Background: an optimization exercise with open tools, aiming at small area, a short achievable clock period and few clock cycles per item. Do not read the settings as production practice.
Where RTL was checked, it was by simulation tests only, not by an equivalence proof against the original.
The clock input has no modelled driver; a real chip could not lean on it and would need a root buffer or a full tree.

==> v29 <==
==> flow/design.v <==
module mem_sort
#(parameter DATA_WIDTH = 8, ADDR_WIDTH = 4)
 (input clk,
  input reset,
  input start,
  output reg done,
  output en,
  output reg we,
  output reg [ADDR_WIDTH-1 : 0] addr,
  output [DATA_WIDTH-1 : 0] data_o,
  input  [DATA_WIDTH-1 : 0] data_i
  );
assign en = 1'b1;
reg [7:0] r [1:15];
integer i;
always @(posedge clk) begin
  r[1] <= data_i;
  for (i = 2; i <= 15; i = i + 1) r[i] <= r[i-1];
end
assign data_o = r[15];
reg       run;
reg [4:0] c;                  
wire [3:0] j = c[3:0];        
function beats(input [7:0] a, input [7:0] ne, input tie);
  integer n;
  reg cy;
  begin
    cy = tie;
    for (n = 0; n < 8; n = n + 1)
      cy = (a[n] & ne[n]) | (cy & (a[n] | ne[n]));
    beats = cy;
  end
endfunction
wire [7:0] ne = ~r[14];
reg  [13:1] b;
always @(*) begin
  for (i = 1; i <= 13; i = i + 1)
    b[i] = beats(r[i], ne, {1'b0, j} >= i + 2);
end
wire k15 = (c == 5'd15);
reg s1, s2a, s2;
always @(posedge clk) begin
  s1  <= ~b[13] & ~k15;    
  s2a <= ~b[12] & ~k15;
  s2  <= s2a & ~k15;       
end
function [1:0] fa(input x, input y, input z);
  fa = {(x & y) | (z & (x | y)), x ^ y ^ z};
endfunction
wire [1:0] f1 = fa(b[1], b[2], b[3]);
wire [1:0] f2 = fa(b[4], b[5], b[6]);
wire [1:0] f3 = fa(b[7], b[8], b[9]);
wire [1:0] f4 = fa(b[10], b[11], b[12]);
wire [1:0] f5 = fa(b[13], s1, s2);
wire [1:0] f6 = fa(f1[0], f2[0], f3[0]);
wire [1:0] f7 = fa(f4[0], f5[0], f6[0]);
wire [1:0] f8 = fa(f1[1], f2[1], f3[1]);
wire [1:0] f9 = fa(f4[1], f5[1], f6[1]);
wire [1:0] f10 = fa(f8[0], f9[0], f7[1]);
wire [1:0] f11 = fa(f8[1], f9[1], f10[1]);
wire [3:0] rank = {f11[1], f11[0], f10[0], f7[0]};
wire k31 = (c == 5'd31);
wire k32 = we & (c == 5'd0);
wire k33 = we & (c == 5'd1);
wire fin = (k31 & ~s2a & b[13] & b[12]) | (k32 & ~s2a) | k33;
wire idle = ~run | done;
wire wr = we | (c >= 5'd16);    
always @(posedge clk) begin
  c    <= idle ? 5'd1 : c + 5'd1;
  addr <= idle ? 4'd0 : wr ? rank : c[3:0];
  if (reset) begin
    run  <= 1'b0;
    we   <= 1'b0;
    done <= 1'b0;
  end else begin
    run  <= idle ? start : 1'b1;
    we   <= ~idle & wr;
    done <= ~idle & fin;
  end
end
endmodule
==> flow/flow/run.sh <==
#!/bin/bash
# Own layout flow: the standard ORFS flow, with
#  - a copy of ORFS's scripts whose ABC area script maps with &nf (area-oriented
#    cut mapping; registers are untouched, as dfflibmap runs before ABC),
#  - hook Tcl files from flow/ for the clock tree and port buffers.
# Each tool's output goes to a log file of its own in this folder.
set -euo pipefail
here=$(pwd)
rm -rf "$here/scripts_copy"
cp -r "$FLOW_HOME/scripts" "$here/scripts_copy"
cp "$here/flow/abc_area.script" "$here/scripts_copy/abc_area.script"
export SCRIPTS_DIR="$here/scripts_copy"
for h in "$here"/flow/hook_*.tcl; do
  [[ -f $h ]] || continue
  v=$(basename "$h" .tcl); v=${v#hook_}
  export "${v}_TCL=$h"
done
bash standard.sh synth > "$here/log_synth.txt" 2>&1
bash standard.sh finish > "$here/log_layout.txt" 2>&1
==> flow/flow/abc_area.script <==
strash; &get -n; &nf -R 1000; &put
==> flow/flow/hook_POST_CTS.tcl <==
# Replace the clock tree CTS built by a single level of clock buffers: the
# clock port drives NCLK buffers, each driving the flip-flops of one cluster
# (clusters from k-means on the flip-flop locations).  All flip-flops see the
# same single buffer stage.  Also resize the port buffers.
set nclk 4
if {[info exists ::env(MY_NCLK)]} { set nclk $::env(MY_NCLK) }
set clkcell sky130_fd_sc_hd__clkbuf_16
if {[info exists ::env(MY_CLKCELL)]} { set clkcell $::env(MY_CLKCELL) }

set block [ord::get_db_block]
set db [ord::get_db]
set clknet [[$block findBTerm clk] getNet]

# flip-flop clock pins, and the instances and nets of the existing tree
set sinks {}
set tree {}
set tnets {}
set todo [list $clknet]
while {[llength $todo]} {
  set net [lindex $todo 0]; set todo [lrange $todo 1 end]
  foreach it [$net getITerms] {
    if {![$it isInputSignal] && ![$it isClocked] && [$it getIoType] ne "INPUT"} { continue }
    set inst [$it getInst]
    set m [$inst getMaster]
    if {[$m isSequential]} { lappend sinks $it; continue }
    if {[lsearch -exact $tree $inst] >= 0} { continue }
    lappend tree $inst
    foreach ot [$inst getITerms] {
      if {[$ot isOutputSignal] && [$ot getNet] ne "NULL"} {
        lappend todo [$ot getNet]; lappend tnets [$ot getNet]
      }
    }
  }
}
puts "clock hook: [llength $sinks] sinks, [llength $tree] tree cells removed"
foreach it $sinks { $it disconnect }
foreach inst $tree { odb::dbInst_destroy $inst }
foreach n $tnets { odb::dbNet_destroy $n }

# k-means on sink locations
set pts {}
foreach it $sinks {
  set b [[$it getInst] getBBox]
  lappend pts [list [expr {([$b xMin]+[$b xMax])/2.0}] [expr {([$b yMin]+[$b yMax])/2.0}]]
}
set n [llength $pts]
set sorted [lsort -real -index 0 $pts]
set cent {}
for {set c 0} {$c < $nclk} {incr c} { lappend cent [lindex $sorted [expr {int(($c+0.5)*$n/$nclk)}]] }
for {set iter 0} {$iter < 30} {incr iter} {
  set asg {}
  foreach p $pts {
    set best 0; set bd 1e30
    for {set c 0} {$c < $nclk} {incr c} {
      set q [lindex $cent $c]
      set d [expr {pow([lindex $p 0]-[lindex $q 0],2)+pow([lindex $p 1]-[lindex $q 1],2)}]
      if {$d < $bd} { set bd $d; set best $c }
    }
    lappend asg $best
  }
  set newc {}
  for {set c 0} {$c < $nclk} {incr c} {
    set sx 0; set sy 0; set k 0
    foreach p $pts a $asg { if {$a == $c} { set sx [expr {$sx+[lindex $p 0]}]; set sy [expr {$sy+[lindex $p 1]}]; incr k } }
    if {$k} { lappend newc [list [expr {$sx/$k}] [expr {$sy/$k}]] } else { lappend newc [lindex $cent $c] }
  }
  set cent $newc
}

set master [$db findMaster $clkcell]
for {set c 0} {$c < $nclk} {incr c} {
  set b [odb::dbInst_create $block $master "clkbuf_root_$c"]
  set net [odb::dbNet_create $block "clknet_root_$c"]
  $net setSigType CLOCK
  [$b findITerm A] connect $clknet
  [$b findITerm X] connect $net
  set k 0
  foreach it $sinks a $asg { if {$a == $c} { $it connect $net; incr k } }
  set q [lindex $cent $c]
  $b setLocation [expr {int([lindex $q 0])}] [expr {int([lindex $q 1])}]
  $b setPlacementStatus PLACED
  puts "clock hook: clkbuf_root_$c drives $k flip-flops"
}
$clknet setSigType CLOCK

# port buffers
set inbuf sky130_fd_sc_hd__buf_1
set outbuf sky130_fd_sc_hd__buf_4
if {[info exists ::env(MY_INBUF)]} { set inbuf $::env(MY_INBUF) }
if {[info exists ::env(MY_OUTBUF)]} { set outbuf $::env(MY_OUTBUF) }
foreach bt [$block getBTerms] {
  set net [$bt getNet]
  if {[$bt getName] eq "clk"} { continue }
  foreach it [$net getITerms] {
    set inst [$it getInst]
    set mn [[$inst getMaster] getName]
    if {![string match "sky130_fd_sc_hd__*buf*" $mn]} { continue }
    set want [expr {[$bt getIoType] eq "INPUT" ? $inbuf : $outbuf}]
    if {$mn ne $want} { $inst swapMaster [$db findMaster $want] }
  }
}

detailed_placement
check_placement -verbose
estimate_parasitics -placement
report_clock_skew
report_checks -path_delay max -group_path_count 3 -format full_clock_expanded
==> flow/standard.sh <==
#!/bin/bash
# synth_recipe.tcl (not shown) runs the flow's synth.tcl, then flattens the netlist and writes it again
# the make line also repeats each setting of config.mk as NAME=value (left out here)
make -C /OpenROAD-flow-scripts/flow DESIGN_CONFIG=/design/flow/config.mk WORK_HOME=/design/flow/orfs CLKGATE_MAP_FILE= SYNTH_SCRIPT=/design/flow/synth_recipe.tcl "${@:-finish}"
==> flow/config.mk <==
export PLATFORM = sky130hd
export DESIGN_NAME = mem_sort
export DESIGN_NICKNAME = mem_sort
export VERILOG_FILES = /design/flow/design.v
export SDC_FILE = /design/flow/constraint.sdc
export NUM_CORES = 4
export LEC_CHECK = 0
export ABC_AREA = 1
export CAP_MARGIN = 20
export CORE_MARGIN = 2
export CORE_UTILIZATION = 65
export SLEW_MARGIN = 20
==> flow/constraint.sdc <==
create_clock -name core_clock -period 62.0 [get_ports {clk}]
set_input_delay 12.4000 -clock core_clock [delete_from_list [all_inputs] [get_ports {clk}]]
set_output_delay 12.4000 -clock core_clock [all_outputs]
set_load 0.01 [all_outputs]
==> v14 (differences from v29) <==
==> flow/design.v, changed modules only <==
module mem_sort
#(parameter DATA_WIDTH = 8, ADDR_WIDTH = 4)
 (input clk,
  input reset,
  input start,
  output reg done,
  output en,
  output reg we,
  output reg [ADDR_WIDTH-1 : 0] addr,
  output [DATA_WIDTH-1 : 0] data_o,
  input  [DATA_WIDTH-1 : 0] data_i
  );
assign en = 1'b1;
reg [7:0] r [1:15];
integer i;
always @(posedge clk) begin
  r[1] <= data_i;
  for (i = 2; i <= 15; i = i + 1) r[i] <= r[i-1];
end
assign data_o = r[15];
reg       run;
reg [5:0] k;                  
wire [3:0] j = k[3:0];        
function beats(input [7:0] a, input [7:0] ne, input tie);
  integer n;
  reg c;
  begin
    c = tie;
    for (n = 0; n < 8; n = n + 1)
      c = (a[n] & ne[n]) | (c & (a[n] | ne[n]));
    beats = c;
  end
endfunction
wire [7:0] ne = ~r[14];
reg  [13:1] b;
always @(*) begin
  for (i = 1; i <= 13; i = i + 1)
    b[i] = beats(r[i], ne, {1'b0, j} >= i + 2);
end
reg s1, s2a, s2;
always @(posedge clk) begin
  s1  <= ~b[13];    
  s2a <= ~b[12];
  s2  <= s2a;       
end
function [1:0] fa(input x, input y, input z);
  fa = {(x & y) | (z & (x | y)), x ^ y ^ z};
endfunction
wire [1:0] f1 = fa(b[1], b[2], b[3]);
wire [1:0] f2 = fa(b[4], b[5], b[6]);
wire [1:0] f3 = fa(b[7], b[8], b[9]);
wire [1:0] f4 = fa(b[10], b[11], b[12]);
wire [1:0] f5 = fa(b[13], s1, s2);
wire [1:0] f6 = fa(f1[0], f2[0], f3[0]);
wire [1:0] f7 = fa(f4[0], f5[0], f6[0]);
wire [1:0] f8 = fa(f1[1], f2[1], f3[1]);
wire [1:0] f9 = fa(f4[1], f5[1], f6[1]);
wire [1:0] f10 = fa(f8[0], f9[0], f7[1]);
wire [1:0] f11 = fa(f8[1], f9[1], f10[1]);
wire [3:0] rank = {f11[1], f11[0], f10[0], f7[0]};
wire idle = ~run | done;
wire wr = (k >= 6'd18);
always @(posedge clk) begin
  k    <= idle ? 6'd1 : k + 6'd1;
  addr <= idle ? 4'd0 : wr ? rank : k[3:0];
  if (reset) begin
    run  <= 1'b0;
    we   <= 1'b0;
    done <= 1'b0;
  end else begin
    run  <= idle ? start : 1'b1;
    we   <= ~idle & wr;
    done <= ~idle & (k == 6'd33);
  end
end
endmodule
CORE_UTILIZATION = 40   (was 65)
removed: flow/flow/hook_POST_CTS.tcl
==> summary.txt <==
v29 produced a clean layout. v14 completed with no timing, DRC or antenna violations.
Against v14, the clock skew of v29 is higher by 0.0054 ns.
Between v14 and v29, the lower wire length is in v14 (gap 0.24%, measured against v29).
In v14 the synthesized cell count is larger than in v29, by about 0.3%.
Area after synthesis: v14 is higher than v29 (about 0.7%).
Testbench counts of v29, summed over its fixed seeds: cycles 17,058, jobs 512.
Only the layout flow was run in v14; the RTL was not checked for function there. The clock cells of v29 come from the design's own scripts or RTL, not from TritonCTS.

-- re-timing with driven ports --
How much do the figures lean on ideal ports? The routed layouts below were timed once more, with nothing changed but the port constraints.
Step 1: set_driving_cell puts a clkbuf_16 on clk and a buf_2 on each other input, an assumption about the parent block.
Step 2 moves the port delays by t, midway between the first and last clock arrival at a register: inputs arrive t later, outputs are due t later. That takes back most of the time a late clock gives input paths.
Slacks: ideal / step 1 / step 2; pairs: ideal / step 1.
run | t (ns) | setup slack, ns | clock arrival spread, ns | worst register clock-pin slew, ns
v29 | 0.245 | 48.879 / 48.805 / 49.050 | 0.014 / 0.014 | 0.12 / 0.12
v14 | 0.538 | 48.218 / 48.186 / 48.724 | 0.008 / 0.009 | 0.06 / 0.06
After both steps setup and hold are still met in every run listed.
